This design comes from an exercise in tuning for small area, a short achievable clock period and few clock cycles on the open sky130 flow, not from production work.
At most, simulation tests tie the RTL to the original design; equivalence was not proved.
For runs 1 to 4, only the layout was checked, not whether the RTL still works.
The flow treats the clock pin as an ideal source, which a real chip does not have.
No activity file was given, so power comes from the tool's default toggle rates.

==> flow/design.v <==
module fsm(
    input [15:0] dataIn,
    input R_I,
    input reset,
    input clk,
    output reg REG_ERROR,
    output [15:0] dataOut,
    output reg R_O
);
wire        s = dataIn[15];
wire [11:0] x = dataIn[11:0];
wire        busy = R_O | REG_ERROR;
wire        err;
cv_err u_err (.x(dataIn[14:0]), .s(s), .err(err));
wire [11:0] nm;
cv_abs u_abs (.x(x), .s(s), .nm(nm));
wire l4, l8, nl4, nl8;
cv_lt #(.J(4)) u_l4 (.x(x), .s(s), .lt(l4), .nlt(nl4));
cv_lt #(.J(8)) u_l8 (.x(x), .s(s), .lt(l8), .nlt(nl8));
wire [11:0] t4;
genvar g;
generate
    for (g = 8; g < 12; g = g + 1) begin : c_hi
        cv_o221ai u (.a1(nl8), .a2(nm[g-4]), .b1(nl4), .b2(nm[g-8]), .c1(nm[g]), .y(t4[g]));
    end
    for (g = 4; g < 8; g = g + 1) begin : c_mid
        cv_o32ai u (.a1(nl8), .a2(l4), .a3(nm[g-4]), .b1(l8), .b2(nm[g]), .y(t4[g]));
    end
    for (g = 0; g < 4; g = g + 1) begin : c_lo
        cv_nor2 u (.a(l8), .b(nm[g]), .y(t4[g]));
    end
endgenerate
wire f1, f2, f3;
cv_nor2b u_f1 (.a(t4[11]), .bn(t4[10]), .y(f1));
cv_nor3b u_f2 (.a(t4[11]), .b(t4[10]), .cn(t4[9]), .y(f2));
cv_nor4b u_f3 (.a(t4[11]), .b(t4[10]), .c(t4[9]), .dn(t4[8]), .y(f3));
reg        sgn, q8, q4, p1, p2, p3;
reg [11:0] r4;
always @(posedge clk) begin
    sgn <= s;
    q8  <= l4;
    q4  <= l8 & nl4;
    p1  <= f1;
    p2  <= f2;
    p3  <= f3;
    r4  <= t4;
    if (reset) begin
        R_O       <= 1'b0;
        REG_ERROR <= 1'b0;
    end else begin
        R_O       <= R_I & ~busy & ~err;
        REG_ERROR <= R_I & ~busy & err;
    end
end
wire p0 = r4[11];
cv_ao22  u_m0 (.a1(p0), .a2(r4[1]), .b1(p1), .b2(r4[0]), .y(dataOut[0]));
cv_ao222 u_m1 (.a1(p0), .a2(r4[2]), .b1(p1), .b2(r4[1]), .c1(p2), .c2(r4[0]), .y(dataOut[1]));
generate
    for (g = 2; g < 10; g = g + 1) begin : o_m
        cv_ao2222 u (.a1(p0), .a2(r4[g+1]), .b1(p1), .b2(r4[g]), .c1(p2), .c2(r4[g-1]),
                     .d1(p3), .d2(r4[g-2]), .y(dataOut[g]));
    end
endgenerate
cv_exp3 u_exp (.q8(q8), .q4(q4), .p0(p0), .p1(p1), .p2(p2), .p3(p3), .e(dataOut[14:10]));
assign dataOut[15] = sgn;
endmodule
module cv_exp3 (input q8, q4, p0, p1, p2, p3, output [4:0] e);
    assign e[0] = p1 | p3;
    assign e[1] = p0 | p3;
    assign e[2] = p3 ^ q4;
    assign e[3] = p3 ? q8 : ~(q4 | q8);
    assign e[4] = (p0 | p1 | p2 | p3) & ~(p3 & q8);
endmodule
module cv_ao22 (input a1, a2, b1, b2, output y);
    assign y = (a1 & a2) | (b1 & b2);
endmodule
module cv_ao222 (input a1, a2, b1, b2, c1, c2, output y);
    wire u, v;
    cv_aoi22 ua (.a1(a1), .a2(a2), .b1(b1), .b2(b2), .y(u));
    cv_nand2 ub (.a(c1), .b(c2), .y(v));
    cv_nand2 uc (.a(u), .b(v), .y(y));
endmodule
module cv_ao2222 (input a1, a2, b1, b2, c1, c2, d1, d2, output y);
    wire u, v;
    cv_aoi22 ua (.a1(a1), .a2(a2), .b1(b1), .b2(b2), .y(u));
    cv_aoi22 ub (.a1(c1), .a2(c2), .b1(d1), .b2(d2), .y(v));
    cv_nand2 uc (.a(u), .b(v), .y(y));
endmodule
module cv_aoi22 (input a1, a2, b1, b2, output y);
    assign y = ~((a1 & a2) | (b1 & b2));
endmodule
module cv_nor2b (input a, bn, output y);
    assign y = ~a & bn;
endmodule
module cv_nor3b (input a, b, cn, output y);
    assign y = ~a & ~b & cn;
endmodule
module cv_nor4b (input a, b, c, dn, output y);
    assign y = ~a & ~b & ~c & dn;
endmodule
module cv_err (input [14:0] x, input s, output err);
    assign err = s ? ~&x[14:11] : (|x[14:12] | (x[11] & |x[10:0]));
endmodule
module cv_abs (input [11:0] x, input s, output [11:0] nm);
    wire [11:0] lo;
    assign lo[0] = 1'b0;
    genvar i;
    generate
        for (i = 1; i < 12; i = i + 1) begin : p
            assign lo[i] = |x[i-1:0];
        end
    endgenerate
    assign nm = ~(x ^ ({12{s}} & lo));
endmodule
module cv_lt #(parameter J = 4) (input [11:0] x, input s, output lt, nlt);
    wire l = s ? (&x[10:J] & |x[J-1:0]) : ~|x[11:J];
    assign lt  = l;
    assign nlt = ~l;
endmodule
module cv_o32ai (input a1, a2, a3, b1, b2, output y);
    assign y = ~((a1 | a2 | a3) & (b1 | b2));
endmodule
module cv_o221ai (input a1, a2, b1, b2, c1, output y);
    assign y = ~((a1 | a2) & (b1 | b2) & c1);
endmodule
module cv_nor2 (input a, b, output y);
    assign y = ~(a | b);
endmodule
module cv_nand2 (input a, b, output y);
    assign y = ~(a & b);
endmodule
==> flow/flow/run.sh <==
#!/bin/bash
# ORFS layout as in standard.sh (the standard flow's own layout), with two changes:
#  - synthesis is synth_recipe.tcl, except that ABC maps with the script in
#    flow/map.abc (plain mapping, no sizing: the resizer sizes the cells
#    later) and, if MY_ABC_AVOID is set, without the slow many-input cells it
#    names; registers are mapped as in synth_recipe.tcl and keep their names;
#  - plain buf_1 cells as the port buffers (the resizer upsizes them where
#    timing needs it).
# Settings are in flow/params.sh; the ORFS output goes to standard_flow.log
# and the per-step logs under orfs/logs.
set -euo pipefail
W=$PWD
source "$W/flow/params.sh"
export MY_ABC_D MY_ABC_SCRIPT
# cells whose names match MY_ABC_AVOID (a regular expression) are kept out of ABC's library
MY_ABC_DONTUSE=""
if [[ -n "${MY_ABC_AVOID:-}" ]]; then
  MY_ABC_DONTUSE=$(grep -oE '^\s*cell *\( *"?sky130_fd_sc_hd__[a-z0-9_]+' "$FLOW_HOME/platforms/sky130hd/lib/sky130_fd_sc_hd__tt_025C_1v80.lib" \
    | grep -oE 'sky130_fd_sc_hd__[a-z0-9_]+' | grep -E "sky130_fd_sc_hd__($MY_ABC_AVOID)" | tr '\n' ' ')
fi
export MY_ABC_DONTUSE
# clock tree options, if set, replace ORFS's defaults for clock_tree_synthesis
if [[ -n "${MY_CTS_ARGS:-}" ]]; then export CTS_ARGS="$MY_CTS_ARGS"; fi
export BUFFER_PORTS_ARGS="-buffer_cell sky130_fd_sc_hd__buf_1"
sed "s#SYNTH_SCRIPT=[^ ]*#SYNTH_SCRIPT=$W/flow/my_synth.tcl#" standard.sh > my_standard.sh
bash my_standard.sh finish > standard_flow.log 2>&1
==> flow/flow/map.abc <==
&get -n
&st
&dch
&nf
&put
topo
stime -c
==> flow/flow/my_synth.tcl <==
# synth_recipe.tcl with the abc call's script replaced (MY_ABC_SCRIPT), its
# delay target dropped or set (MY_ABC_D) and cells kept out (MY_ABC_DONTUSE).
proc abc {args} {
  set out {}
  for {set i 0} {$i < [llength $args]} {incr i} {
    set a [lindex $args $i]
    if {$a eq "-script"} {
      incr i
      if {$::env(MY_ABC_SCRIPT) ne ""} { lappend out -script $::env(MY_ABC_SCRIPT) }
      continue
    }
    if {$a eq "-D"} { incr i; continue }
    lappend out $a
  }
  if {$::env(MY_ABC_D) ne ""} { lappend out -D $::env(MY_ABC_D) }
  # extra cells ABC may not map to (slow many-input cells)
  if {[info exists ::env(MY_ABC_DONTUSE)]} {
    foreach pat $::env(MY_ABC_DONTUSE) {
      lappend out -dont_use $pat
    }
  }
  puts "my abc: $out"
  yosys abc {*}$out
}
source [file join [file dirname [file normalize [info script]]] .. synth_recipe.tcl]
==> flow/flow/params.sh <==
MY_ABC_D=""
MY_ABC_SCRIPT="$W/flow/map.abc"
MY_ABC_AVOID="or4|and4|or3|and3|nor4_|nand4|o41|a41|o311|a311|o2111|a2111|mux4|xor3|xnor3|maj3|fa_|ha_"
MY_CTS_ARGS=""
==> flow/standard.sh <==
#!/bin/bash
# synth_recipe.tcl (not shown) runs the flow's synth.tcl, then flattens the netlist and writes it again
# the make line also repeats each setting of config.mk as NAME=value (left out here)
make -C /OpenROAD-flow-scripts/flow DESIGN_CONFIG=/design/flow/config.mk WORK_HOME=/design/flow/orfs CLKGATE_MAP_FILE= SYNTH_SCRIPT=/design/flow/synth_recipe.tcl "${@:-finish}"
==> flow/config.mk <==
export PLATFORM = sky130hd
export DESIGN_NAME = fsm
export DESIGN_NICKNAME = fsm
export VERILOG_FILES = /design/flow/design.v
export SDC_FILE = /design/flow/constraint.sdc
export NUM_CORES = 4
export LEC_CHECK = 0
export CAP_MARGIN = 20
export CORE_AREA = 2 2 62 62
export DIE_AREA = 0 0 64 64
export SETUP_SLACK_MARGIN = 2.6
export SLEW_MARGIN = 20
export SYNTH_HIERARCHICAL = 1
export SYNTH_MINIMUM_KEEP_SIZE = 0
==> flow/constraint.sdc <==
create_clock -name core_clock -period 5.0 [get_ports {clk}]
set_input_delay 1.0000 -clock core_clock [delete_from_list [all_inputs] [get_ports {clk}]]
set_output_delay 1.0000 -clock core_clock [all_outputs]
set_load 0.01 [all_outputs]
==> results of run 1 <==
## logic make-up (layout without fill, tap and decap cells)
family,after synthesis,after routing
AND/OR/NAND/NOR,68,68
buffers and inverters,3,43
flip-flops,20,20
multiplexers,2,2
XOR/XNOR,12,12
AO/OA/AOI/OAI,40,40
## worst max-delay path: stages (launching register included)
cell and delay (ns):
dfxtp_1 0.44, or2_0 0.29, o31a_1 0.25, buf_1 0.13
## power by group
part           internal, W  total [W]  switching, W
clock            0.0000281  0.0000705     0.0000424
combinational    0.0000489   0.000116     0.0000667
sequential        0.000175   0.000194     0.0000189
## cell usage in the layout, fill, tap and decap left out, types with 3 or more instances in the layout
| cell | netlist | routed |
|---|---|---|
| a22oi_1 | 17 | 17 |
| and2_0 | 3 | 3 |
| buf_1 | 0 | 33 |
| clkbuf_4 | 0 | 3 |
| dfxtp_1 | 20 | 20 |
| nand2_1 | 17 | 17 |
| nand3_1 | 5 | 5 |
| nor2_1 | 20 | 20 |
| nor3_1 | 3 | 3 |
| o21ai_0 | 6 | 3 |
| o221ai_2 | 0 | 3 |
| o32ai_1 | 4 | 4 |
| or2_0 | 9 | 5 |
| or2_4 | 0 | 4 |
| xnor2_1 | 4 | 4 |
| xor2_1 | 8 | 6 |
## metrics by stage
| stage | cells | setup slack [ns] | hold WS, ns | total power (W) |
|---|---|---|---|---|
| floorplan | 145 | 2.58 | 0.486 | 0.000262 |
| global placement | 226 | 2.19 | 0.426 | 0.000302 |
| detailed placement | 226 | 2.09 | 0.440 | 0.000305 |
| CTS | 229 | 2.55 | 0.454 | 0.000375 |
| global route | 231 | 2.53 | 0.470 | 0.000400 |
| finish | 231 | 2.60 | 0.455 | 0.000380 |
## cell type report
class / count / area, µm²
well taps: 46 / 57.6
repair buffers: 38 / 154
flip-flops and latches: 20 / 400
clock buffers: 3 / 22.5
fillers: 360 / 1880
multi-input cells: 122 / 867
inverters: 2 / 7.51
## routing by layer
metal	GRT usage, %	share of wire, %
met3	0.704	5.1
met2	23.0	47
met1	17.9	46
met5	0	0
met4	5.43	2.0
## registers in the layout, indices dropped and copies added (netlist names)
name / flops
r4: 12
REG_ERROR: 1
R_O: 1
p1: 1
p2: 1
p3: 1
q4: 1
q8: 1
sgn: 1
## per-module statistics from Yosys (local to each module, per instance), excerpt
module    cell area, µm²  cells
cv_nor3b            7.51      1
cv_nand2            3.75      1
cv_o32ai            8.76      1
cv_ao22             8.76      1
cv_nor4b            8.76      1
fsm                  443     26
cv_aoi22            7.51      1
cv_abs               213     32
cv_err              60.1     14
cv_nor2b            6.26      1
## how the worst max path moves through the flow
stage              start          end  slack (ns)
6_report              p3  dataOut[14]        2.60
5_1_grt        dataIn[1]           p3        2.53
4_1_cts        dataIn[2]           p3        2.55
3_5_place_dp   dataIn[6]           p3        2.09
3_3_place_gp   dataIn[6]           p3        2.19
2_1_floorplan  dataIn[1]           p3        2.58
## what timing repair did
item	4_1_cts	5_1_grt
setup buffers	0	2
gates resized for setup	11	11
endpoints found under the setup margin	9	4
pin swaps	1	9
==> flow_summary_export.csv, run 1 <==
group,metric,value,unit
setup_path,worstReg2RegEnd,"REG_ERROR",
die,die_h,64,µm
cells_and_area,drive_gt1_share,13.5,%
setup_path,startpoint_type,"flip-flop",
setup_path,cp-end-kind,"output port",
sta,setup_viol,0,
hold_path,min_path_cells,1,
detailed_routing,wl_per_cell,12.4,µm
sta,worstMarginPinSlew,0.541,ns
cells_and_area,final_nets,206,
sta,rsz0062_at_grt,"true",
clock_tree,clock_latency,0.30,ns
detailed_routing,num_vias,1201,
sta,hold_viol_final,0,
hold_path,min_to,"R_O",
clock_tree,cts_hold_buf,0,
setup_path,path_max_fanout,13,
detailed_routing,wirelength,2860,µm
clock_tree,cts_buffers,3,
placement,io_buffer_count,36,
logic_synthesis,ys_ff_latch,20,
logic_synthesis,yosys.area.top_type,"dfxtp_1",
global_route,grt_overflow,0,
global_route,antenna_found_initial,0,
placement,gp_congestion,0.807,
logic_synthesis,synth_top_family_by_area,"simple AND/OR/NAND/NOR gates",
sta,clock.fmax,0.416,GHz
logic_synthesis,syn-cell-area,1180,µm²
clock_tree,clk_pin_slew,0.09,ns
sta,relSlewSlack,63.7,%
setup_path,rr_worst_depth,1,
logic_synthesis,synthAdderAreaFrac,0,%
cells_and_area,stdcell_area,1510,µm²
placement,dp_hpwl,2250,µm
detailed_routing,drcViolationCount,0,
sta,maxSlewViolCount,0,
global_route,grt_max_degree,19,
global_route,grt_first_pass_wirelength,4620,µm
cells_and_area,syn2layout_area_growth,27.6,%
cells_and_area,utilization,44.5,%
logic_synthesis,synth_area_leaders,"dfxtp_1, a22oi_1, nor2_1",
hold_path,hp-class,"reg2reg",
setup_path,arrival,1.40,ns
logic_synthesis,synth_top_area_share,33.9,%
sta,post-route-period-util,48.1,%
setup_path,timing.rr.start,"REG_ERROR",
logic_synthesis,synth_edf_count,0,
setup_path,regToRegSetupSlack,4.29,ns
die,std_cell_rows,21,
placement,placed_area,1400,µm²
logic_synthesis,syn_nets,164,
hold_path,min_from,"R_O",
pwr,powerDensity,252,nW/µm²
run_status,status,"timing/DRC/antenna clean",
logic_synthesis,synth-simple-area-share,29.1,%
logic_synthesis,ys_warn_count,7,
detailed_routing,viasPerCell,5.20,
logic_synthesis,synth_top_cells_by_count,"dfxtp_1, nor2_1, a22oi_1, nand2_1, or2_0",
clock_tree,cts.sinks,20,
detailed_routing,postRouteAntennaNets,0,
logic_synthesis,muxShareOfSynthArea,1.80,%
die,io_pins,37,
die,die_w,64,µm
logic_synthesis,synth-xor-area-share,8.89,%
clock_tree,cts_tree,"built",
die,start_util,34.9,%
die,fp.coreArea,3390,µm²
detailed_routing,drt_iter0_markers,49,
pwr,p_leak,0.523,nW
logic_synthesis,synth.distinct_cells,29,
run,maxCapViolCount,0,
logic_synthesis,avgSynthCellArea,8.15,µm²
logic_synthesis,synthArstFlopShare,0,%
setup_path,required,4.00,ns
sta,fin_crit,2.40,ns
logic_synthesis,synth_compound_area_share,25.1,%
global_route,grt_pass1_vias,1053,
sta,setup_tns,0,ns
logic_synthesis,yosys_most_used_dff,"dfxtp_1",
logic_synthesis,synthCells,145,
detailed_routing,drt-pass1-iter-count,5,
cells_and_area,diodes,0,
setup_path,worst-setup-path-type,"reg2out",
logic_synthesis,ys_seq_area_share,33.9,%
pwr,peakVddDrop,0.0000645,V
die,die_area,4100,µm²
sta,clock_skew,0.0000181,ns
global_route,track_usage,13.6,%
==> run 2, diff against run 1 <==
==> flow/flow/params.sh (replaced) <==
MY_ABC_D=""
MY_ABC_SCRIPT="$W/flow/map.abc"
MY_ABC_AVOID="or4|and4|or3|and3|nor4|nand4|o41|a41|o311|a311|o2111|a2111|mux4|xor3|xnor3|maj3|fa_|ha_"
MY_CTS_ARGS=""
==> flow_summary_export.csv, run 2 <==
group,metric,value,unit
setup_path,timing.rr.start,"REG_ERROR",
clock_tree,cts_buffers,3,
logic_synthesis,syn-cell-area,1170,µm²
hold_path,hp-class,"reg2reg",
global_route,track_usage,14.4,%
logic_synthesis,yosysMostFrequentCell,"nor2_1",
sta,fin_crit,2.33,ns
global_route,antenna_found_initial,0,
detailed_routing,drt-pass1-iter-count,4,
detailed_routing,drcViolationCount,0,
run,maxCapViolCount,0,
pwr,intPower,0.000252,W
clock_tree,cts.sinks,20,
logic_synthesis,ys_ff_latch,20,
setup_path,cp-end-kind,"flip-flop",
clock_tree,clk_pin_slew,0.09,ns
cells_and_area,max_flop_register,"r4",
setup_path,worstReg2RegEnd,"R_O",
sta,hold_ws,0.552,ns
clock_tree,clock_latency,0.29,ns
global_route,grt_overflow,0,
die,fp.coreArea,3390,µm²
sta,clock_skew,0.0000421,ns
setup_path,path_max_fanout,7,
detailed_routing,viasPerCell,5.34,
detailed_routing,wl_per_cell,12.6,µm
cells_and_area,seq_area,403,µm²
pwr,p_comb_share,30.7,%
cells_and_area,final_common_cell,"buf_1",
detailed_routing,drt_iter0_markers,39,
detailed_routing,wirelength,2960,µm
setup_path,arrival,2.52,ns
logic_synthesis,synth_top_area_share,34.3,%
sta,rsz0062_at_grt,"true",
logic_synthesis,synthArstFlopShare,0,%
logic_synthesis,ys_warn_count,7,
sta,post-route-period-util,46.7,%
pwr,clkPwrFrac,18.4,%
placement,gp_congestion,0.854,
logic_synthesis,syn_nets,166,
global_route,grt_first_pass_wirelength,4750,µm
setup_path,required,5.19,ns
cells_and_area,syn2layout_area_growth,27.8,%
detailed_routing,postRouteAntennaNets,0,
cells_and_area,layout_common_cells,"buf_1, nor2_1, dfxtp_1, nand2_1, a22oi_1",
cells_and_area,multi_input_area,805,µm²
sta,worstMarginPinSlew,0.370,ns
cells_and_area,diodes,0,
sta,hold_viol_final,0,
detailed_routing,num_vias,1256,
pwr,p_leak,0.531,nW
hold_path,min_to,"REG_ERROR",
die,die_h,64,µm
die,die_w,64,µm
sta,maxSlewViolCount,0,
cells_and_area,fillers,355,
cells_and_area,final_nets,210,
global_route,grt_max_degree,20,
die,io_pins,37,
sta,setup_viol,0,
pwr,power.net_switching,0.000128,W
logic_synthesis,synth.distinct_cells,25,
cells_and_area,largest_register_ffs,12,
sta,relSlewSlack,74.8,%
sta,setup_tns,0,ns
placement,dp_hpwl,2320,µm
logic_synthesis,synth_area_leaders,"dfxtp_1, a22oi_1, xor2_1",
logic_synthesis,yosys.area.top_type,"dfxtp_1",
clock_tree,cts_tree,"built",
hold_path,min_path_cells,2,
logic_synthesis,ys_seq_area_share,34.3,%
setup_path,worst-setup-path-type,"in2reg",
hold_path,min_from,"REG_ERROR",
logic_synthesis,yosys_most_used_dff,"dfxtp_1",
setup_path,regToRegSetupSlack,4.19,ns
logic_synthesis,avgSynthCellArea,7.94,µm²
setup_path,cp-startpoint,"dataIn[6]",
die,std_cell_rows,21,
cells_and_area,drive_gt1_share,13.2,%
sta,clock.fmax,0.429,GHz
pwr,switching_share,33.7,%
die,start_util,34.4,%
logic_synthesis,synth_top_cells_by_count,"nor2_1, dfxtp_1, nand2_1",
logic_synthesis,synth_edf_count,0,
pwr,power_frac_seq,50.9,%
setup_path,rr_worst_depth,2,
pwr,peakVddDrop,0.0000727,V
placement,io_buffer_count,36,
pwr,powerDensity,255,nW/µm²
die,die_area,4100,µm²
global_route,grt_pass1_vias,1094,
setup_path,startpoint_type,"input port",
run_status,status,"timing/DRC/antenna clean",
logic_synthesis,synthCells,147,
==> run 2: cell types whose count changed after synthesis, moves of 3 or more <==
cell,change
nor3b_1,+4
a21boi_0,-3
or2_0,-4
xnor2_1,-3
nor3_1,+3
o31ai_1,+3
xor2_1,+3
nor4b_1,-5
==> run 2: worst max path at each step <==
stage / endpoint / slack [ns]
6_report: p3 / 2.67
3_3_place_gp: p3 / 2.30
3_5_place_dp: p3 / 2.23
4_1_cts: dataOut[14] / 2.60
5_1_grt: p3 / 2.54
2_1_floorplan: p3 / 2.67
==> run 2: logic make-up after synthesis <==
family          after synthesis  synth area share, %
flops                        20                 34.3
xor+xnor                     12                 9.00
simple gates                 67                 26.4
compound gates               42                 26.9
mux                           2                 1.82
buf+inv                       4                 1.61
==> run 2: per-module statistics from Yosys (local to each module, per instance), excerpt <==
module | cell area, µm² | cells | times used | flip-flops and latches
cv_err | 60.1 | 14 | 1 | 0
cv_nor4b | 11.3 | 2 | 1 | 0
cv_aoi22 | 7.51 | 1 | 17 | 0
fsm | 440 | 26 | 1 | 20
cv_abs | 206 | 33 | 1 | 0
cv_ao22 | 8.76 | 1 | 1 | 0
cv_exp3 | 45.0 | 7 | 1 | 0
cv_nor2b | 6.26 | 1 | 1 | 0
cv_nor2 | 3.75 | 1 | 4 | 0
cv_o221ai | 8.76 | 1 | 4 | 0
cv_o32ai | 8.76 | 1 | 4 | 0
cv_nand2 | 3.75 | 1 | 10 | 0
cv_nor3b | 7.51 | 1 | 1 | 0
==> run 2: final cells by class <==
type / instances / area share, %
clock buffers: 3 / 1.51
inverters: 3 / 0.755
multi-input cells: 123 / 53.9
repair buffers: 40 / 12.9
flip-flops and latches: 20 / 27.0
well taps: 46 / 3.86
==> run 2: layer usage <==
metal	track usage, %	wire length (µm)
met5	0	0
met4	4.89	29
met3	1.58	139
met2	25.4	1450
met1	17.9	1340
==> run 2: worst max-delay path, cell delays in order <==
cell and delay [ns]:
buf_12 0.11, or2_1 0.23, nor3_2 0.18, a31oi_2 0.14, a22oi_2 0.34, buf_4 0.19, o221ai_1 0.15, and2_1 0.19
==> run 2: power by group through the flow <==
stage	Combinational [W]	Clock, W	Sequential [W]
floorplan	0.0000671	0	0.000193
CTS	0.000108	0.0000708	0.000193
detailed placement	0.000107	0	0.000197
global placement	0.000105	0	0.000196
finish	0.000117	0.0000701	0.000194
global route	0.000131	0.0000784	0.000195
==> run 2: per-stage QoR <==
step	setup slack, ns	power [W]	utilization, %	instances	cell area, µm²
after detailed placement	2.23	0.000304	40.1	228	1360
after global placement	2.30	0.000301	40.1	228	1360
after floorplan	2.67	0.000260	-	147	1170
after CTS	2.60	0.000371	41.0	232	1390
after global routing	2.54	0.000405	44.0	235	1490
final	2.67	0.000381	44.0	235	1490
==> run 2: repair_timing <==
action / 4_1_cts / 5_1_grt
hold endpoints to repair: 0 / 0
buffers inserted: 1 / 3
hold buffers: 0 / 0
resized for setup: 1 / 28
gates cloned: 0 / 0
pin swaps: 1 / 7
setup endpoints to repair: 2 / 7
==> run 3, diff against run 2 <==
--- a/flow/design.v
+++ b/flow/design.v
@@ -11,12 +11,10 @@
 wire [11:0] x = dataIn[11:0];
 wire        busy = R_O | REG_ERROR;
 wire        err;
-cv_err u_err (.x(dataIn[14:0]), .s(s), .err(err));
 wire [11:0] nm;
-cv_abs u_abs (.x(x), .s(s), .nm(nm));
-wire l4, l8, nl4, nl8;
-cv_lt #(.J(4)) u_l4 (.x(x), .s(s), .lt(l4), .nlt(nl4));
-cv_lt #(.J(8)) u_l8 (.x(x), .s(s), .lt(l8), .nlt(nl8));
+wire l4, l8, nl4, nl8, k4;
+cv_front u_front (.x(dataIn[14:0]), .s(s), .nm(nm), .l4(l4), .nl4(nl4), .l8(l8), .nl8(nl8), .err(err));
+cv_and2 u_k4 (.a(l8), .b(nl4), .y(k4));
 wire [11:0] t4;
 genvar g;
 generate
@@ -24,7 +22,7 @@
         cv_o221ai u (.a1(nl8), .a2(nm[g-4]), .b1(nl4), .b2(nm[g-8]), .c1(nm[g]), .y(t4[g]));
     end
     for (g = 4; g < 8; g = g + 1) begin : c_mid
-        cv_o32ai u (.a1(nl8), .a2(l4), .a3(nm[g-4]), .b1(l8), .b2(nm[g]), .y(t4[g]));
+        cv_mux2i u (.s(k4), .a0(nm[g]), .a1(nm[g-4]), .y(t4[g]));
     end
     for (g = 0; g < 4; g = g + 1) begin : c_lo
         cv_nor2 u (.a(l8), .b(nm[g]), .y(t4[g]));
@@ -39,7 +37,7 @@
 always @(posedge clk) begin
     sgn <= s;
     q8  <= l4;
-    q4  <= l8 & nl4;
+    q4  <= k4;
     p1  <= f1;
     p2  <= f2;
     p3  <= f3;
@@ -98,10 +96,7 @@
 module cv_nor4b (input a, b, c, dn, output y);
     assign y = ~a & ~b & ~c & dn;
 endmodule
-module cv_err (input [14:0] x, input s, output err);
-    assign err = s ? ~&x[14:11] : (|x[14:12] | (x[11] & |x[10:0]));
-endmodule
-module cv_abs (input [11:0] x, input s, output [11:0] nm);
+module cv_front (input [14:0] x, input s, output [11:0] nm, output l4, nl4, l8, nl8, err);
     wire [11:0] lo;
     assign lo[0] = 1'b0;
     genvar i;
@@ -110,18 +105,23 @@
             assign lo[i] = |x[i-1:0];
         end
     endgenerate
-    assign nm = ~(x ^ ({12{s}} & lo));
+    assign nm = ~(x[11:0] ^ ({12{s}} & lo));
+    wire lt4 = s ? (&x[10:4] & lo[4]) : ~|x[11:4];
+    wire lt8 = s ? (&x[10:8] & lo[8]) : ~|x[11:8];
+    assign l4 = lt4;
+    assign nl4 = ~lt4;
+    assign l8 = lt8;
+    assign nl8 = ~lt8;
+    assign err = s ? ~&x[14:11] : (|x[14:12] | (x[11] & lo[11]));
 endmodule
-module cv_lt #(parameter J = 4) (input [11:0] x, input s, output lt, nlt);
-    wire l = s ? (&x[10:J] & |x[J-1:0]) : ~|x[11:J];
-    assign lt  = l;
-    assign nlt = ~l;
-endmodule
-module cv_o32ai (input a1, a2, a3, b1, b2, output y);
-    assign y = ~((a1 | a2 | a3) & (b1 | b2));
+module cv_and2 (input a, b, output y);
+    assign y = a & b;
 endmodule
 module cv_o221ai (input a1, a2, b1, b2, c1, output y);
     assign y = ~((a1 | a2) & (b1 | b2) & c1);
+endmodule
+module cv_mux2i (input s, a0, a1, output y);
+    assign y = ~(s ? a1 : a0);
 endmodule
 module cv_nor2 (input a, b, output y);
     assign y = ~(a | b);
--- a/flow/flow/run.sh
+++ b/flow/flow/run.sh
@@ -21,6 +21,8 @@
 export MY_ABC_DONTUSE
 # clock tree options, if set, replace ORFS's defaults for clock_tree_synthesis
 if [[ -n "${MY_CTS_ARGS:-}" ]]; then export CTS_ARGS="$MY_CTS_ARGS"; fi
+# extra ORFS variables (NAME=value words), e.g. repair options
+for kv in ${MY_ENV:-}; do export "$kv"; done
 export BUFFER_PORTS_ARGS="-buffer_cell sky130_fd_sc_hd__buf_1"
 sed "s#SYNTH_SCRIPT=[^ ]*#SYNTH_SCRIPT=$W/flow/my_synth.tcl#" standard.sh > my_standard.sh
 bash my_standard.sh finish > standard_flow.log 2>&1
==> flow/flow/params.sh (replaced) <==
MY_ABC_D=""
MY_ABC_SCRIPT="$W/flow/map.abc"
MY_ABC_AVOID="or4|and4|or3|and3|nor4|nand4|o41|a41|o311|a311|o2111|a2111|mux4|xor3|xnor3|maj3|fa_|ha_"
MY_CTS_ARGS=""
MY_ENV=""
==> flow_summary_export.csv, run 3 <==
group,metric,value,unit
clock_tree,cts_buffers,3,
setup_path,startpoint_type,"flip-flop",
placement,io_buffer_count,36,
placement,dpl.cell_count,208,
detailed_routing,wirelength,2560,µm
sta,setup_tns,0,ns
pwr,intPower,0.000265,W
setup_path,regToRegSetupSlack,4.16,ns
cells_and_area,diodes,0,
detailed_routing,viasPerCell,4.92,
detailed_routing,drt-pass1-iter-count,5,
cells_and_area,syn2layout_area_growth,27.4,%
cells_and_area,max_flop_register,"r4",
logic_synthesis,synthArstFlopShare,0,%
logic_synthesis,synth-xor-area-share,9.82,%
placement,gp_congestion,0.842,
logic_synthesis,synth_edf_count,0,
die,die_h,64,µm
detailed_routing,postRouteAntennaNets,0,
global_route,grt_first_pass_wirelength,3860,µm
cells_and_area,stdcell_count,213,
logic_synthesis,ys_seq_area_share,37.4,%
pwr,power.net_switching,0.000128,W
detailed_routing,drt_iter0_markers,29,
hold_path,min_path_cells,2,
setup_path,cp-end-kind,"output port",
detailed_routing,wl_per_cell,12.0,µm
logic_synthesis,syn_nets,146,
cells_and_area,final_common_cell,"buf_1",
pwr,powerDensity,288,nW/µm²
cells_and_area,drive_gt1_share,10.2,%
pwr,p_comb_share,27.3,%
cells_and_area,stdcell_area,1360,µm²
hold_path,hp-class,"reg2reg",
sta,setup_viol,0,
logic_synthesis,synthAdderAreaFrac,0,%
die,std_cell_rows,21,
die,die_area,4100,µm²
logic_synthesis,ys_warn_count,7,
placement,placed_area,1270,µm²
sta,clock.fmax,0.430,GHz
global_route,antenna_found_initial,0,
logic_synthesis,synthCells,127,
detailed_routing,route.met3.wl,160,µm
sta,hold_viol_final,0,
cells_and_area,layout_common_cells,"buf_1, nand2_1, dfxtp_1",
hold_path,min_from,"REG_ERROR",
pwr,peakVddDrop,0.0000962,V
setup_path,timing.rr.start,"REG_ERROR",
pwr,switching_share,32.5,%
logic_synthesis,avgSynthCellArea,8.42,µm²
cells_and_area,final_nets,187,
sta,post-route-period-util,46.5,%
global_route,grt_max_degree,17,
logic_synthesis,synth_area_leaders,"dfxtp_1, a22oi_1, xor2_1",
sta,rsz0062_at_grt,"true",
pwr,p_leak,0.479,nW
sta,maxSlewViolCount,0,
detailed_routing,wirelength_met1,1200,µm
sta,fin_crit,2.33,ns
setup_path,path_max_fanout,13,
detailed_routing,top_layer_used,"met4",
clock_tree,clock_latency,0.29,ns
logic_synthesis,yosys_most_used_dff,"dfxtp_1",
detailed_routing,drcViolationCount,0,
logic_synthesis,muxShareOfSynthArea,3.74,%
run_status,status,"timing/DRC/antenna clean",
logic_synthesis,syn-cell-area,1070,µm²
setup_path,required,4.00,ns
sta,clock_skew,0.0000383,ns
sta,relSlewSlack,70.1,%
run,maxCapViolCount,0,
die,die_w,64,µm
hold_path,min_to,"R_O",
sta,worstMarginPinSlew,0.447,ns
global_route,track_usage,11.7,%
logic_synthesis,synth_top_family_by_area,"compound AO/OA/AOI/OAI gates",
logic_synthesis,synth-simple-area-share,21.8,%
pwr,clkPwrFrac,23.2,%
cells_and_area,largest_register_ffs,12,
clock_tree,cts.sinks,20,
pwr,power_frac_seq,49.5,%
setup_path,rr_worst_depth,2,
die,start_util,31.6,%
die,io_pins,37,
logic_synthesis,synth_top_area_share,37.4,%
logic_synthesis,synth_compound_area_share,25.8,%
pwr,p_total,0.000392,W
setup_path,arrival,1.33,ns
logic_synthesis,synth.distinct_cells,23,
die,fp.coreArea,3390,µm²
global_route,grt_pass1_vias,893,
global_route,grt_overflow,0,
logic_synthesis,synth_top_cells_by_count,"dfxtp_1, nand2_1, a22oi_1",
clock_tree,cts_tree,"built",
detailed_routing,num_vias,1049,
detailed_routing,route.met2.wl,1180,µm
logic_synthesis,yosys.area.top_type,"dfxtp_1",
logic_synthesis,yosysMostFrequentCell,"dfxtp_1",
clock_tree,clk_pin_slew,0.10,ns
setup_path,worst-setup-path-type,"reg2out",
logic_synthesis,ys_ff_latch,20,
placement,dp_hpwl,2040,µm
setup_path,worstReg2RegEnd,"REG_ERROR",
-- run 3: changes by cell type in the layout (fill, tap and decap cells not counted), moves of 3 or more --
cell / delta
mux2i_1: +4
o32ai_1: -4
nor3_1: -3
nor2_1: -10
buf_1: +4
buf_4: -3
-- run 3: logic make-up after synthesis --
kind of cell,after synthesis
muxes,4
and+or+nand+nor,50
AOI/OAI and AO/OA,38
buffers and inverters,3
xor gates and xnor gates,12
DFF,20
-- run 3: through the flow --
| stage | util (%) | setup WS, ns | hold WS [ns] |
|---|---|---|---|
| 2_1_floorplan | - | 2.65 | 0.589 |
| 3_3_place_gp | 37.4 | 2.29 | 0.527 |
| 3_5_place_dp | 37.4 | 2.15 | 0.543 |
| 4_1_cts | 38.5 | 2.61 | 0.559 |
| 5_1_grt | 40.2 | 2.55 | 0.573 |
| 6_report | 40.2 | 2.67 | 0.557 |
-- run 3: layer usage --
layer,up-vias,track usage (%)
li1,544,-
met1,459,15.0
met2,44,19.4
met3,2,0.880
met4,0,6.52
met5,-,0
-- run 3: Yosys stat by module, one instance, submodules excluded, a selection --
module | cells | flops+latches | times used | cell area [µm²]
cv_nor3b | 1 | 0 | 1 | 7.51
cv_nor2b | 1 | 0 | 1 | 6.26
cv_nor4b | 2 | 0 | 1 | 11.3
cv_ao22 | 1 | 0 | 1 | 8.76
cv_front | 50 | 0 | 1 | 295
cv_mux2i | 1 | 0 | 4 | 10.0
cv_nand2 | 1 | 0 | 10 | 3.75
cv_exp3 | 7 | 0 | 1 | 45.0
fsm | 25 | 20 | 1 | 434
cv_and2 | 1 | 0 | 1 | 6.26
cv_o221ai | 1 | 0 | 4 | 8.76
cv_aoi22 | 1 | 0 | 17 | 7.51
cv_nor2 | 1 | 0 | 4 | 3.75
-- run 3: what timing repair did --
item,in CTS,in global routing
pin swaps,0,2
resized for setup,3,12
buffers inserted,0,1
hold buffers,0,0
setup endpoints to repair,5,7
-- run 3: power by group through the flow --
stage / Sequential, W / Clock (W) / Combinational [W]
2_1_floorplan: 0.000192 / 0 / 0.0000655
3_3_place_gp: 0.000196 / 0 / 0.0000972
3_5_place_dp: 0.000197 / 0 / 0.0000999
4_1_cts: 0.000194 / 0.0000924 / 0.000100
5_1_grt: 0.000197 / 0.0000997 / 0.000118
6_report: 0.000194 / 0.0000912 / 0.000107
-- run 3: cell type report --
class | instances | area [µm²]
Clock buffer | 4 | 36.3
Sequential cell | 20 | 403
Fill cell | 378 | 2030
Tap cell | 46 | 57.6
Multi-Input combinational cell | 104 | 714
Timing Repair Buffer | 37 | 144
Inverter | 2 | 7.51
-- run 3: critical path: stages (launching register included) --
cell	delay, ns
dfxtp_2	0.40
or2_0	0.26
o31a_1	0.24
buf_1	0.13
-- run 3: how the worst max path moves through the flow --
stage               startpoint  cells past startpoint           to  slack, ns
floorplan            dataIn[9]                      7           p3       2.65
detailed placement  dataIn[15]                      5        r4[6]       2.15
global placement    dataIn[15]                      5        r4[7]       2.29
global route         dataIn[8]                      8           p3       2.55
CTS                  dataIn[8]                      8           p3       2.61
finish                      p3                      3  dataOut[14]       2.67
==> run 4, diff against run 3 <==
==> flow/flow/map.abc (replaced) <==
strash
dch
map -a
topo
stime -c
==> flow_summary_export.csv, run 4 <==
group,metric,value,unit
logic_synthesis,ys_seq_area_share,37.6,%
sta,rsz0062_at_grt,"true",
logic_synthesis,syn-cell-area,1060,µm²
logic_synthesis,synth.distinct_cells,20,
cells_and_area,max_flop_register,"r4",
logic_synthesis,synth_edf_count,0,
detailed_routing,postRouteAntennaNets,0,
logic_synthesis,avgSynthCellArea,7.77,µm²
die,fp.coreArea,3390,µm²
logic_synthesis,synth_top_area_share,37.6,%
cells_and_area,final_nets,199,
pwr,p_leak,0.527,nW
logic_synthesis,yosysMostFrequentCell,"nand2_1",
logic_synthesis,synth_top_cells_by_count,"nand2_1, dfxtp_1, a22oi_1",
setup_path,timing.rr.start,"REG_ERROR",
sta,worstMarginPinSlew,0.417,ns
sta,hold_viol_final,0,
logic_synthesis,synthArstFlopShare,0,%
hold_path,hp-class,"reg2reg",
placement,placed_area,1310,µm²
logic_synthesis,syn_nets,156,
sta,fin_crit,2.32,ns
placement,gp_congestion,0.802,
logic_synthesis,ys_warn_count,7,
sta,post-route-period-util,46.4,%
cells_and_area,multi_input_area,749,µm²
pwr,powerDensity,261,nW/µm²
sta,setup_tns,0,ns
die,die_h,64,µm
sta,layout_setup_ws,2.68,ns
setup_path,cp-startpoint,"dataIn[1]",
detailed_routing,viasPerCell,4.75,
setup_path,worst-setup-path-type,"in2reg",
die,std_cell_rows,21,
detailed_routing,wirelength,2470,µm
run,maxCapViolCount,0,
pwr,peakVddDrop,0.0000649,V
cells_and_area,drive_gt1_share,20.2,%
die,io_pins,37,
setup_path,required,5.19,ns
setup_path,startpoint_type,"input port",
logic_synthesis,synthCells,137,
detailed_routing,drt-pass1-iter-count,4,
detailed_routing,drt_iter0_markers,71,
global_route,grt_overflow,0,
global_route,track_usage,12.2,%
sta,clock_skew,0.0000365,ns
setup_path,cp-end-kind,"flip-flop",
clock_tree,clk_pin_slew,0.09,ns
die,die_area,4100,µm²
cells_and_area,fillers,360,
cells_and_area,diodes,0,
detailed_routing,num_vias,1063,
clock_tree,cts_hold_buf,0,
clock_tree,cts_tree,"built",
run_status,status,"timing/DRC/antenna clean",
clock_tree,clock_latency,0.28,ns
clock_tree,cts.sinks,20,
setup_path,arrival,2.51,ns
die,die_w,64,µm
setup_path,path_max_fanout,4,
placement,dp_hpwl,1960,µm
cells_and_area,layout_common_cells,"buf_1, nand2_1, dfxtp_1",
placement,place_ws,2.25,ns
logic_synthesis,synth_area_leaders,"dfxtp_1, a22oi_1, xor2_1",
pwr,p_total,0.000379,W
cells_and_area,final_common_cell,"buf_1",
cells_and_area,syn2layout_area_growth,36.5,%
detailed_routing,drcViolationCount,0,
logic_synthesis,yosys.area.top_type,"dfxtp_1",
sta,relSlewSlack,72.0,%
hold_path,min_from,"REG_ERROR",
sta,setup_viol,0,
sta,clock.fmax,0.431,GHz
clock_tree,cts_buffers,3,
placement,io_buffer_count,36,
die,start_util,31.4,%
global_route,antenna_found_initial,0,
logic_synthesis,yosys_most_used_dff,"dfxtp_1",
global_route,grt_first_pass_wirelength,4040,µm
global_route,grt_max_degree,15,
detailed_routing,wl_per_cell,11.0,µm
cells_and_area,largest_register_ffs,12,
global_route,grt_pass1_vias,920,
cells_and_area,stdcell_area,1450,µm²
sta,maxSlewViolCount,0,
cells_and_area,seq_area,403,µm²
logic_synthesis,ys_ff_latch,20,
[run 4: area by class of cell]
type	instances	share of cell area [%]
multi-input cells	102	51.5
flip-flops and latches	20	27.7
repair buffers	39	11.3
inverters	14	3.96
well taps	46	3.96
clock buffers	3	1.55
[run 4: kinds of logic after synthesis]
group	after synthesis	synth area share, %
xor gates and xnor gates	12	9.87
and+or+nand+nor	54	21.9
AOI/OAI and AO/OA	32	21.3
buffers and inverters	15	5.64
muxes	4	3.76
DFF	20	37.6
[run 4: per-layer routing]
metal	global-route usage (%)	wire length (µm)	vias up
met5	0	0	-
met4	6.52	28	0
met3	0.704	114	2
met2	18.9	1160	31
met1	16.9	1160	472
li1	-	-	558
[run 4: per-module statistics from Yosys, one instance, submodules excluded, excerpt]
module	area (µm²)	cells	copies in the design
cv_and2	7.51	1	1
cv_ao22	10.0	1	1
cv_aoi22	7.51	1	17
cv_exp3	47.5	9	1
cv_front	289	56	1
cv_mux2i	10.0	1	4
cv_nand2	3.75	1	10
cv_nor2b	7.51	2	1
cv_nor4b	12.5	3	1
cv_o221ai	8.76	1	4
fsm	428	25	1
[run 4: path summary, 6_finish.rpt]
check	endpoint	slack, ns	depth (start not counted)
max	r4[11]	2.68	11
min	R_O	0.53	3
min reg2reg	R_O	0.53	3
max reg2reg	REG_ERROR	4.29	3
[run 4: metrics by stage]
| stage | cells | hold WS [ns] | util [%] |
|---|---|---|---|
| floorplan | 137 | 0.554 | - |
| global placement | 218 | 0.512 | 38.5 |
| global route | 224 | 0.573 | 42.9 |
| finish | 224 | 0.530 | 42.9 |
| detailed placement | 218 | 0.519 | 38.5 |
| CTS | 222 | 0.536 | 39.8 |
[run 4: what timing repair did]
action / CTS / global route
pin swaps: 1 / 6
buffers inserted: 1 / 2
endpoints found under the setup margin: 9 / 9
gates resized for setup: 4 / 19
[run 4: power breakdown]
part           leakage (nW)   total, W  switching, W  internal (W)
sequential            0.168   0.000194     0.0000191      0.000175
clock                0.0138  0.0000689     0.0000409     0.0000280
combinational         0.346   0.000116     0.0000676     0.0000485
[run 4: critical path: stages]
cell and delay [ns]:
clkbuf_2 0.11, nor2_4 0.12, clkinv_2 0.07, nor3_4 0.17, clkinv_2 0.11, nor2_4 0.16
nor2_4 0.07, a21oi_4 0.25, buf_6 0.16, o221ai_4 0.13, buf_4 0.17
==> run 5, diff against run 4 <==
==> flow/design.v (replaced) <==
module fsm(
    input [15:0] dataIn,
    input R_I,
    input reset,
    input clk,
    output reg REG_ERROR,
    output [15:0] dataOut,
    output reg R_O
);
wire        s = dataIn[15];
wire [14:0] x = dataIn[14:0];
wire        busy = R_O | REG_ERROR;
wire [11:0] lo;
assign lo[0] = 1'b0;
genvar g;
generate
    for (g = 1; g < 12; g = g + 1) begin : p
        assign lo[g] = |x[g-1:0];
    end
endgenerate
wire [11:0] m = x[11:0] ^ ({12{s}} & lo);
wire err = s ? ~&x[14:11] : (|x[14:12] | (x[11] & lo[11]));
wire l4 = s ? (&x[10:4] & lo[4]) : ~|x[11:4];
wire l8 = s ? (&x[10:8] & lo[8]) : ~|x[11:8];
wire [11:0] t4;
assign t4[11:8] = m[11:8] | ({4{l8}} & m[7:4]) | ({4{l4}} & m[3:0]);
assign t4[7:4]  = ({4{~l8}} & m[7:4]) | ({4{l8 & ~l4}} & m[3:0]);
assign t4[3:0]  = {4{~l8}} & m[3:0];
wire f1 = ~t4[11] & t4[10];
wire f2 = ~t4[11] & ~t4[10] & t4[9];
wire f3 = ~t4[11] & ~t4[10] & ~t4[9] & t4[8];
reg        sgn, q8, q4, p1, p2, p3;
reg [11:0] r4;
always @(posedge clk) begin
    sgn <= s;
    q8  <= l4;
    q4  <= l8 & ~l4;
    p1  <= f1;
    p2  <= f2;
    p3  <= f3;
    r4  <= t4;
    if (reset) begin
        R_O       <= 1'b0;
        REG_ERROR <= 1'b0;
    end else begin
        R_O       <= R_I & ~busy & ~err;
        REG_ERROR <= R_I & ~busy & err;
    end
end
wire p0 = r4[11];
wire [13:0] rz = {r4, 2'b00};
generate
    for (g = 0; g < 10; g = g + 1) begin : o_m
        assign dataOut[g] = (p0 & rz[g+3]) | (p1 & rz[g+2]) | (p2 & rz[g+1]) | (p3 & rz[g]);
    end
endgenerate
assign dataOut[10] = p1 | p3;
assign dataOut[11] = p0 | p3;
assign dataOut[12] = p3 ^ q4;
assign dataOut[13] = p3 ? q8 : ~(q4 | q8);
assign dataOut[14] = (p0 | p1 | p2 | p3) & ~(p3 & q8);
assign dataOut[15] = sgn;
endmodule
==> flow/flow/map.abc (replaced) <==
&get -n
&st
&dch
&nf
&put
topo
stime -c
==> flow/flow/params.sh (replaced) <==
MY_ABC_D=""
MY_ABC_SCRIPT="$W/flow/map.abc"
MY_ABC_AVOID=""
MY_CTS_ARGS=""
MY_ENV=""
--- a/flow/config.mk
+++ b/flow/config.mk
@@ -10,5 +10,3 @@
 export DIE_AREA = 0 0 64 64
 export SETUP_SLACK_MARGIN = 2.6
 export SLEW_MARGIN = 20
-export SYNTH_HIERARCHICAL = 1
-export SYNTH_MINIMUM_KEEP_SIZE = 0
==> flow_summary_export.csv, run 5 <==
group,metric,value,unit
setup_path,worstReg2RegEnd,"R_O",
logic_synthesis,ys_warn_count,1,
cells_and_area,final_common_cell,"buf_1",
run_status,status,"timing/DRC/antenna clean",
sta,maxSlewViolCount,0,
sta,fin_crit,2.58,ns
setup_path,regToRegSetupSlack,3.96,ns
global_route,grt_pass1_vias,906,
placement,gp_congestion,0.794,
logic_synthesis,yosys_most_used_dff,"dfxtp_1",
setup_path,arrival,2.77,ns
sta,relSlewSlack,64.6,%
sta,rsz0062_at_grt,"true",
cells_and_area,seq_area,403,µm²
die,die_h,64,µm
global_route,track_usage,12.4,%
logic_synthesis,synth.distinct_cells,31,
cells_and_area,layout_common_cells,"buf_1, nand2_1, dfxtp_1",
logic_synthesis,synth_top_area_share,39.0,%
cells_and_area,drive_gt1_share,23.2,%
detailed_routing,viasPerCell,5.27,
die,fp.coreArea,3390,µm²
logic_synthesis,synth_edf_count,0,
logic_synthesis,synth_top_cells_by_count,"dfxtp_1, nand2_1, a222oi_1",
sta,worstMarginPinSlew,0.531,ns
sta,setup_tns,0,ns
cells_and_area,multi_input_area,747,µm²
logic_synthesis,synthArstFlopShare,0,%
setup_path,worst-setup-path-type,"in2reg",
die,start_util,30.3,%
placement,place_ws,1.94,ns
detailed_routing,drt-pass1-iter-count,5,
clock_tree,cts_tree,"built",
die,die_w,64,µm
setup_path,rr_worst_depth,2,
hold_path,min_from,"R_O",
detailed_routing,wl_per_cell,12.7,µm
setup_path,startpoint_type,"input port",
setup_path,timing.rr.start,"REG_ERROR",
global_route,grt_first_pass_wirelength,4110,µm
pwr,peakVddDrop,0.000103,V
hold_path,hp-class,"reg2reg",
cells_and_area,fillers,330,
logic_synthesis,ys_seq_area_share,39.0,%
clock_tree,cts_buffers,3,
detailed_routing,drcViolationCount,0,
clock_tree,cts_hold_buf,0,
logic_synthesis,syn_nets,135,
detailed_routing,wirelength,2660,µm
logic_synthesis,syn-cell-area,1030,µm²
sta,hold_viol_final,0,
detailed_routing,num_vias,1106,
logic_synthesis,yosys.area.top_type,"dfxtp_1",
sta,clock_skew,0.0000577,ns
die,die_area,4100,µm²
cells_and_area,diodes,0,
placement,io_buffer_count,36,
sta,post-route-period-util,51.7,%
cells_and_area,final_nets,184,
setup_path,path_max_fanout,5,
hold_path,min_path_cells,2,
clock_tree,cts.sinks,20,
placement,dp_hpwl,1840,µm
pwr,p_leak,0.563,nW
logic_synthesis,synth_area_leaders,"dfxtp_1, a222oi_1, nand2_1",
setup_path,required,5.19,ns
global_route,grt_overflow,0,
cells_and_area,max_flop_register,"r4",
die,io_pins,37,
logic_synthesis,synthCells,116,
sta,layout_setup_ws,2.42,ns
clock_tree,clk_pin_slew,0.11,ns
cells_and_area,largest_register_ffs,12,
global_route,grt_max_degree,17,
clock_tree,clock_latency,0.28,ns
pwr,powerDensity,287,nW/µm²
cells_and_area,syn2layout_area_growth,49.3,%
sta,setup_viol,0,
sta,clock.fmax,0.387,GHz
detailed_routing,postRouteAntennaNets,0,
run,maxCapViolCount,0,
hold_path,min_to,"REG_ERROR",
detailed_routing,drt_iter0_markers,102,
die,std_cell_rows,21,
logic_synthesis,ys_ff_latch,20,
global_route,antenna_found_initial,0,
setup_path,cp-end-kind,"flip-flop",
logic_synthesis,avgSynthCellArea,8.84,µm²
[run 5: cell types whose count changed in the layout (fill, tap and decap cells not counted), moves of 5 or more]
cell | before | now
buf_1 | 34 | 29
nor2_1 | 11 | 4
a22oi_1 | 17 | 0
buf_4 | 2 | 7
a222oi_1 | 0 | 9
clkinv_1 | 10 | 5
[run 5: final cells by class]
cell class                 count  share of cell area (%)
sequential                    20                    26.3
timing repair buffer          44                    16.5
inverter                       5                    1.23
tap                           46                    3.76
clock buffer                   3                    1.47
multi-input combinational     91                    48.8
clock inverter                 1                    1.96
[run 5: repair_timing]
item,4_1_cts,5_1_grt
pin swaps,5,8
gates cloned,1,0
buffers inserted,4,4
hold endpoints to repair,0,0
resized for setup,26,23
setup endpoints to repair,13,12
[run 5: where the power goes]
part	switching, W	internal [W]	leakage, nW
clock	0.0000441	0.0000809	0.0279
sequential	0.0000192	0.000175	0.168
combinational	0.0000656	0.0000547	0.367
total	0.000129	0.000311	0.563
[run 5: routing by layer]
metal / share of wire [%] / GRT usage, % / up-vias
met5: 0 / 0 / -
met4: 1.2 / 5.71 / 0
met3: 6.5 / 1.06 / 2
met2: 48 / 20.3 / 47
met1: 44 / 16.6 / 503
li1: - / - / 554
[run 5: kinds of logic (layout without fill, tap and decap cells)]
kind of cell    count (synthesis)  in the layout  share of synthesized area [%]
compound gates                 33             33                           26.2
xor+xnor                       12             12                           10.2
buf+inv                         6             53                           2.56
flops                          20             20                           39.0
simple gates                   45             46                           22.0
[run 5: metrics by stage]
| stage | std cells | hold WS [ns] | instance area, µm² | util, % | total power (W) |
|---|---|---|---|---|---|
| after floorplan | 116 | 0.568 | 1030 | - | 0.000256 |
| after global placement | 197 | 0.504 | 1220 | 36.0 | 0.000293 |
| final | 210 | 0.535 | 1530 | 45.2 | 0.000440 |
| after detailed placement | 197 | 0.519 | 1220 | 36.0 | 0.000295 |
| after CTS | 206 | 0.534 | 1420 | 42.0 | 0.000431 |
| after global routing | 210 | 0.581 | 1530 | 45.2 | 0.000464 |
[run 5: worst max-delay path, stage by stage]
cell	delay, ns
buf_1	0.16
or3_1	0.49
nor4_1	0.38
nor2_2	0.10
buf_4	0.17
nand2_1	0.13
clkinv_1	0.11
a22o_1	0.24
[run 5: worst max-delay path by stage]
stage	cells past startpoint	start	to	slack [ns]
after floorplan	6	dataIn[2]	p3	2.31
after global placement	7	dataIn[0]	p3	2.04
after CTS	7	dataIn[2]	p3	2.45
after global routing	8	dataIn[9]	r4[4]	2.34
final	8	dataIn[9]	r4[4]	2.42
after detailed placement	7	dataIn[0]	p3	1.94
Testbench counts of run 5, summed over its fixed seeds: cycles 24,000.
==> run 6, diff against run 5 <==
==> flow/flow/params.sh (replaced) <==
MY_ABC_D=""
MY_ABC_SCRIPT="$W/flow/map.abc"
MY_ABC_AVOID="or4|and4|or3|and3|o41|a41|o311|a311|o2111|a2111|mux4|xor3|xnor3|maj3|fa_|ha_"
MY_CTS_ARGS=""
MY_ENV=""
==> flow_summary_export.csv, run 6 <==
group,metric,value,unit
die,die_w,64,µm
pwr,peakVddDrop,0.000138,V
detailed_routing,viasPerCell,5.06,
setup_path,timing.rr.start,"REG_ERROR",
detailed_routing,drt_iter0_markers,128,
global_route,antenna_found_initial,0,
setup_path,rr_worst_depth,2,
setup_path,cpMaxStageDelayCell,"a221o_1",
setup_path,regToRegSetupSlack,4.14,ns
logic_synthesis,synth_edf_count,0,
pwr,p_leak,0.507,nW
logic_synthesis,synthCells,124,
logic_synthesis,ys_ff_latch,20,
setup_path,required,5.17,ns
placement,dp_hpwl,1950,µm
logic_synthesis,avgSynthCellArea,8.37,µm²
logic_synthesis,synth_top_area_share,38.6,%
sta,rsz0062_at_grt,"true",
pwr,switching_share,29.4,%
setup_path,startpoint_type,"input port",
sta,setup_viol,0,
logic_synthesis,synth_area_leaders,"dfxtp_1, a222oi_1, nand2_1",
cells_and_area,diodes,0,
cells_and_area,largest_register_ffs,12,
cells_and_area,syn2layout_area_growth,34.6,%
pwr,p_comb_share,25.2,%
sta,worstMarginPinSlew,0.373,ns
detailed_routing,route.met3.wl,138,µm
placement,gp_congestion,0.812,
placement,placed_area,1250,µm²
logic_synthesis,synthAdderAreaFrac,0,%
die,std_cell_rows,21,
placement,dpl.cell_count,205,
clock_tree,clock_latency,0.28,ns
die,die_area,4100,µm²
cells_and_area,max_flop_register,"r4",
pwr,power.net_switching,0.000126,W
global_route,grt_pass1_vias,900,
pwr,intPower,0.000302,W
sta,maxSlewViolCount,0,
logic_synthesis,synth_top_cells_by_count,"nand2_1, dfxtp_1, a222oi_1, nor2_1, clkinv_1",
run_status,status,"timing/DRC/antenna clean",
pwr,power_frac_seq,45.4,%
clock_tree,cts_tree,"built",
detailed_routing,drt-pass1-iter-count,5,
sta,setup_tns,0,ns
setup_path,cp-startpoint,"dataIn[2]",
sta,clock.fmax,0.436,GHz
run,maxCapViolCount,0,
logic_synthesis,synth_compound_area_share,23.7,%
logic_synthesis,syn_nets,143,
logic_synthesis,syn-cell-area,1040,µm²
logic_synthesis,synthArstFlopShare,0,%
sta,relSlewSlack,74.9,%
sta,clock_skew,0.0000565,ns
pwr,powerDensity,306,nW/µm²
die,fp.coreArea,3390,µm²
die,die_h,64,µm
detailed_routing,wirelength_met1,1200,µm
logic_synthesis,yosys_most_used_dff,"dfxtp_1",
cells_and_area,final_common_cell,"buf_1",
logic_synthesis,muxShareOfSynthArea,0,%
cells_and_area,final_nets,187,
clock_tree,cts.sinks,20,
clock_tree,clk_pin_slew,0.10,ns
global_route,grt_max_degree,15,
sta,post-route-period-util,45.9,%
setup_path,cp_slowest_stage_delay,0.38,ns
logic_synthesis,ys_seq_area_share,38.6,%
sta,fin_crit,2.29,ns
detailed_routing,num_vias,1077,
clock_tree,cts_buffers,3,
setup_path,path_cells,"buf_1 > nor4_4 > buf_4 > nor4_2 > nor2_2 > inv_2 > a221o_1 > nor4b_2",
sta,hold_ws,0.544,ns
sta,hold_viol_final,0,
logic_synthesis,synth_top_family_by_area,"simple AND/OR/NAND/NOR gates",
detailed_routing,postRouteAntennaNets,0,
logic_synthesis,synth.distinct_cells,28,
setup_path,worst-setup-path-type,"in2reg",
setup_path,arrival,2.47,ns
detailed_routing,drcViolationCount,0,
setup_path,cp-end-kind,"flip-flop",
detailed_routing,wl_per_cell,11.9,µm
setup_path,path_max_fanout,4,
global_route,grt_first_pass_wirelength,3990,µm
global_route,track_usage,12.0,%
logic_synthesis,synth-xor-area-share,10.1,%
placement,io_buffer_count,36,
die,io_pins,37,
global_route,grt_overflow,0,
cells_and_area,drive_gt1_share,16.2,%
cells_and_area,layout_common_cells,"buf_1, nand2_1, dfxtp_1",
logic_synthesis,yosysMostFrequentCell,"nand2_1",
setup_path,crit_path_end,"p3",
cells_and_area,stdcell_count,213,
logic_synthesis,ys_warn_count,1,
cells_and_area,stdcell_area,1400,µm²
hold_path,hp-class,"reg2reg",
die,start_util,30.6,%
pwr,p_total,0.000428,W
detailed_routing,top_layer_used,"met4",
detailed_routing,wirelength,2540,µm
detailed_routing,route.met2.wl,1190,µm
setup_path,worstReg2RegEnd,"R_O",
pwr,clkPwrFrac,29.4,%
logic_synthesis,synth-simple-area-share,24.3,%
logic_synthesis,yosys.area.top_type,"dfxtp_1",
==> run 6: cell count changes after synthesis, sizes merged, moves of 2 or more <==
cell | before | now
xor2 | 8 | 6
a21oi | 1 | 5
xnor2 | 4 | 6
clkinv | 5 | 7
o31ai | 5 | 1
or4 | 2 | 0
a31oi | 0 | 3
nor2 | 5 | 9
o21ai | 5 | 3
nor4 | 1 | 4
o41ai | 2 | 0
==> run 6: repair_timing <==
action,in CTS,in global routing
hold buffers,0,0
setup buffers,2,2
endpoints found under the setup margin,9,6
pin swaps,1,5
resized for setup,4,14
==> run 6: layout make-up <==
type                       instances  area [µm²]
clock buffer                       3        22.5
clock inverter                     1        30.0
fill                             361        1990
inverter                           7        27.5
multi-input combinational         96         686
sequential                        20         408
tap                               46        57.6
timing repair buffer              40         166
==> run 6: layer usage <==
layer  up-vias  global-route usage (%)
met4         0                    4.08
met3         2                    1.23
met2        40                    19.3
met5         -                       0
li1        556                       -
met1       479                    16.5
==> run 6: worst min-delay path by stage <==
stage          slack [ns]  cells after the start  end       from
3_3_place_gp         0.52                      2  R_O  REG_ERROR
4_1_cts              0.55                      2  R_O  REG_ERROR
3_5_place_dp         0.54                      2  R_O        R_O
6_report             0.54                      2  R_O  REG_ERROR
5_1_grt              0.59                      2  R_O  REG_ERROR
2_1_floorplan        0.59                      2  R_O  REG_ERROR
==> run 6: through the flow <==
| stage | setup slack [ns] | util [%] |
|---|---|---|
| global placement | 2.19 | 36.9 |
| floorplan | 2.53 | - |
| detailed placement | 2.11 | 36.9 |
| global route | 2.59 | 41.2 |
| finish | 2.71 | 41.2 |
| CTS | 2.62 | 39.3 |
==> run 6: kinds of logic after synthesis <==
group | count (synthesis)
buf+inv | 8
flops | 20
simple gates | 52
xor+xnor | 12
compound gates | 32
==> run 6: power by group through the flow <==
stage / sequential (W) / combinational, W / clock (W)
detailed placement: 0.000197 / 0.000101 / 0
finish: 0.000195 / 0.000108 / 0.000126
floorplan: 0.000192 / 0.0000666 / 0
global route: 0.000197 / 0.000120 / 0.000135
global placement: 0.000196 / 0.000100 / 0
CTS: 0.000194 / 0.000104 / 0.000129
==> run 6: critical path, delay by kind of cell <==
kind / cells / cell delay (ns)
compound gates: 1 / 0.38
simple gates: 4 / 0.71
buf+inv: 3 / 0.37
==> run 7, diff against run 6 <==
==> flow/flow/params.sh (replaced) <==
MY_ABC_D=""
MY_ABC_SCRIPT="$W/flow/map.abc"
MY_ABC_AVOID="or4|and4|or3|and3|nor4|nand4|o41|a41|o311|a311|o2111|a2111|mux4|xor3|xnor3|maj3|fa_|ha_|o21a|a21o|o22a|a22o|or2|and2|o31a|a31o|o211a|a211o|o221a|a221o|o32a|a32o|o21ba|a21bo|mux2_"
MY_CTS_ARGS=""
MY_ENV=""
==> flow_summary_export.csv, run 7 <==
group,metric,value,unit
setup_path,cp_slowest_stage_delay,0.28,ns
die,fp.coreArea,3390,µm²
die,die_area,4100,µm²
logic_synthesis,yosysMostFrequentCell,"nand2_1",
setup_path,worst-setup-path-type,"in2reg",
logic_synthesis,synth_top_area_share,34.8,%
pwr,powerDensity,254,nW/µm²
cells_and_area,stdcell_count,242,
global_route,grt_pass1_vias,975,
run,maxCapViolCount,0,
die,die_w,64,µm
placement,io_buffer_count,36,
logic_synthesis,synth_top_cells_by_count,"nand2_1, dfxtp_1, nor2_1",
pwr,p_leak,0.561,nW
logic_synthesis,synth_area_leaders,"dfxtp_1, nand2_1, a222oi_1",
logic_synthesis,yosys.area.top_type,"dfxtp_1",
sta,post-route-period-util,46.1,%
logic_synthesis,ys_warn_count,1,
sta,worstMarginPinSlew,0.374,ns
die,start_util,34.0,%
sta,hold_viol_final,0,
sta,clock.fmax,0.434,GHz
cells_and_area,diodes,0,
sta,clock_skew,0.00000830,ns
setup_path,required,5.21,ns
global_route,grt_first_pass_wirelength,4150,µm
run_status,status,"timing/DRC/antenna clean",
placement,placed_area,1350,µm²
hold_path,hp-class,"reg2reg",
placement,dp_hpwl,1990,µm
pwr,peakVddDrop,0.0000741,V
detailed_routing,wl_per_cell,10.4,µm
detailed_routing,num_vias,1141,
setup_path,crit_buf_inv,1,
global_route,antenna_found_initial,0,
detailed_routing,viasPerCell,4.71,
global_route,grt_max_degree,19,
detailed_routing,drt-pass1-iter-count,4,
sta,fin_crit,2.30,ns
clock_tree,cts_tree,"built",
placement,dpl.cell_count,238,
cells_and_area,syn2layout_area_growth,27.8,%
setup_path,path_cells,"buf_1 > nor2_2 > nor3b_4 > nor2b_4 > nor3_1 > a2bb2oi_1 > nor3b_4 > nand3_2 > nor3b_2",
sta,setup_tns,0,ns
logic_synthesis,syn_nets,176,
setup_path,regToRegSetupSlack,4.32,ns
logic_synthesis,syn-cell-area,1150,µm²
cells_and_area,layout_common_cells,"nand2_1, buf_1, dfxtp_1",
logic_synthesis,yosys_most_used_dff,"dfxtp_1",
cells_and_area,fillers,361,
logic_synthesis,ys_ff_latch,20,
cells_and_area,drive_gt1_share,11.2,%
cells_and_area,final_common_cell,"nand2_1",
clock_tree,cts.sinks,20,
logic_synthesis,ys_seq_area_share,34.8,%
setup_path,critical_path.top_delay_family,"simple AND/OR/NAND/NOR gates",
logic_synthesis,avgSynthCellArea,7.33,µm²
global_route,track_usage,12.5,%
clock_tree,clock_latency,0.28,ns
pwr,p_total,0.000373,W
logic_synthesis,synthArstFlopShare,0,%
setup_path,path_max_fanout,4,
logic_synthesis,synthCells,157,
sta,rsz0062_at_grt,"false",
cells_and_area,stdcell_area,1470,µm²
cells_and_area,largest_register_ffs,12,
sta,maxSlewViolCount,0,
die,std_cell_rows,21,
setup_path,arrival,2.52,ns
die,die_h,64,µm
global_route,grt_overflow,0,
sta,hold_ws,0.560,ns
detailed_routing,drt_iter0_markers,34,
logic_synthesis,synth.distinct_cells,18,
sta,setup_viol,0,
sta,relSlewSlack,74.9,%
logic_synthesis,synth_edf_count,0,
die,io_pins,37,
detailed_routing,drcViolationCount,0,
clock_tree,clk_pin_slew,0.10,ns
setup_path,cpMaxStageDelayCell,"nor3b_4",
setup_path,crit_top_cell,"nor3b_4",
cells_and_area,final_nets,217,
setup_path,cp-end-kind,"flip-flop",
clock_tree,cts_buffers,3,
cells_and_area,max_flop_register,"r4",
detailed_routing,wirelength,2520,µm
placement,gp_congestion,0.837,
detailed_routing,postRouteAntennaNets,0,
setup_path,startpoint_type,"input port",
run 7: cell count changes after synthesis, moves of 4 or more:
cell | before | now
nor4_1 | 4 | 0
nand3_1 | 2 | 9
o2bb2ai_1 | 0 | 5
nand3b_1 | 0 | 4
nor2_1 | 9 | 18
nand2_1 | 21 | 48
a21oi_1 | 5 | 0
nor3b_1 | 1 | 5
run 7: power breakdown:
| part | internal, W | leakage, nW | total, W | switching (W) |
|---|---|---|---|---|
| clock network | 0.0000279 | 0.0138 | 0.0000667 | 0.0000389 |
| logic | 0.0000489 | 0.380 | 0.000112 | 0.0000628 |
| registers | 0.000175 | 0.168 | 0.000195 | 0.0000192 |
| total | 0.000252 | 0.561 | 0.000373 | 0.000121 |
run 7: timing repair:
| item | in CTS | in global routing |
|---|---|---|
| gates resized for setup | 1 | 22 |
| hold buffers | 0 | 0 |
| setup buffers | 0 | 1 |
| endpoints found under the setup margin | 5 | 16 |
| pin swaps | 0 | 6 |
run 7: layer usage:
| metal | up-vias | GRT usage, % | wire length (µm) | part of all wire (%) |
|---|---|---|---|---|
| met2 | 28 | 18.6 | 1130 | 45 |
| li1 | 625 | - | - | - |
| met1 | 486 | 18.1 | 1260 | 50 |
| met3 | 2 | 1.06 | 109 | 4.3 |
| met4 | 0 | 5.71 | 25 | 0.99 |
| met5 | - | 0 | 0 | 0 |
run 7: cell type report:
type	instances	area (µm²)	share of cell area, %
Inverter	9	33.8	2.30
Sequential cell	20	407	27.6
Timing Repair Buffer	37	148	10.0
Clock buffer	3	22.5	1.53
Multi-Input combinational cell	127	803	54.6
Tap cell	46	57.6	3.91
run 7: per-stage QoR:
step | worst slack (ns) | utilization [%]
2_1_floorplan | 2.64 | -
3_3_place_gp | 2.18 | 39.9
3_5_place_dp | 2.17 | 39.9
4_1_cts | 2.54 | 40.6
5_1_grt | 2.56 | 43.4
6_report | 2.70 | 43.4
run 7: logic make-up (layout without fill, tap and decap cells):
logic type	Yosys count	in the layout	share of synthesized area, %
xor gates and xnor gates	11	11	8.37
and+or+nand+nor	97	97	37.6
buffers and inverters	10	49	3.59
AOI/OAI and AO/OA	18	18	14.8
DFF	20	20	34.8
muxes	1	1	0.870
run 7: final timing paths:
kind / cells after the start / from / endpoint
setup / recovery: 9 / dataIn[4] / p3
hold / removal: 3 / R_O / REG_ERROR
setup reg to reg: 3 / REG_ERROR / R_O
hold reg to reg: 3 / R_O / REG_ERROR
run 7: worst register-to-register path: stages, from the launching register on:
cell      delay (ns)
dfxtp_1         0.32
nor2_1          0.09
nand3b_1        0.11
nor2b_1         0.11

## what the ideal ports hide
In the flow no input, the clock included, has a driving cell. The finished layouts below were timed again as built, in two steps.
Step 1, drivers: a clkbuf_16 drives clk and a buf_2 each remaining input, both assumed.
Step 2 times the ports against the registers' clock, not the clock port: input delays grow and output delays shrink by t, the midpoint of the rising clock arrivals with the driver on.
Three values: ideal ports, drivers, drivers and shift; two values: the first two.
run | t, ns | slack for setup (ns)
run 1 | 0.312 | 2.597 / 2.577 / 2.306
run 2 | 0.308 | 2.667 / 2.632 / 2.324
run 3 | 0.316 | 2.673 / 2.653 / 2.372
run 4 | 0.301 | 2.680 / 2.677 / 2.378
run 5 | 0.304 | 2.416 / 2.415 / 2.110
run 6 | 0.305 | 2.706 / 2.691 / 2.401
run 7 | 0.296 | 2.697 / 2.698 / 2.401
After both steps setup and hold are still met in every run listed.
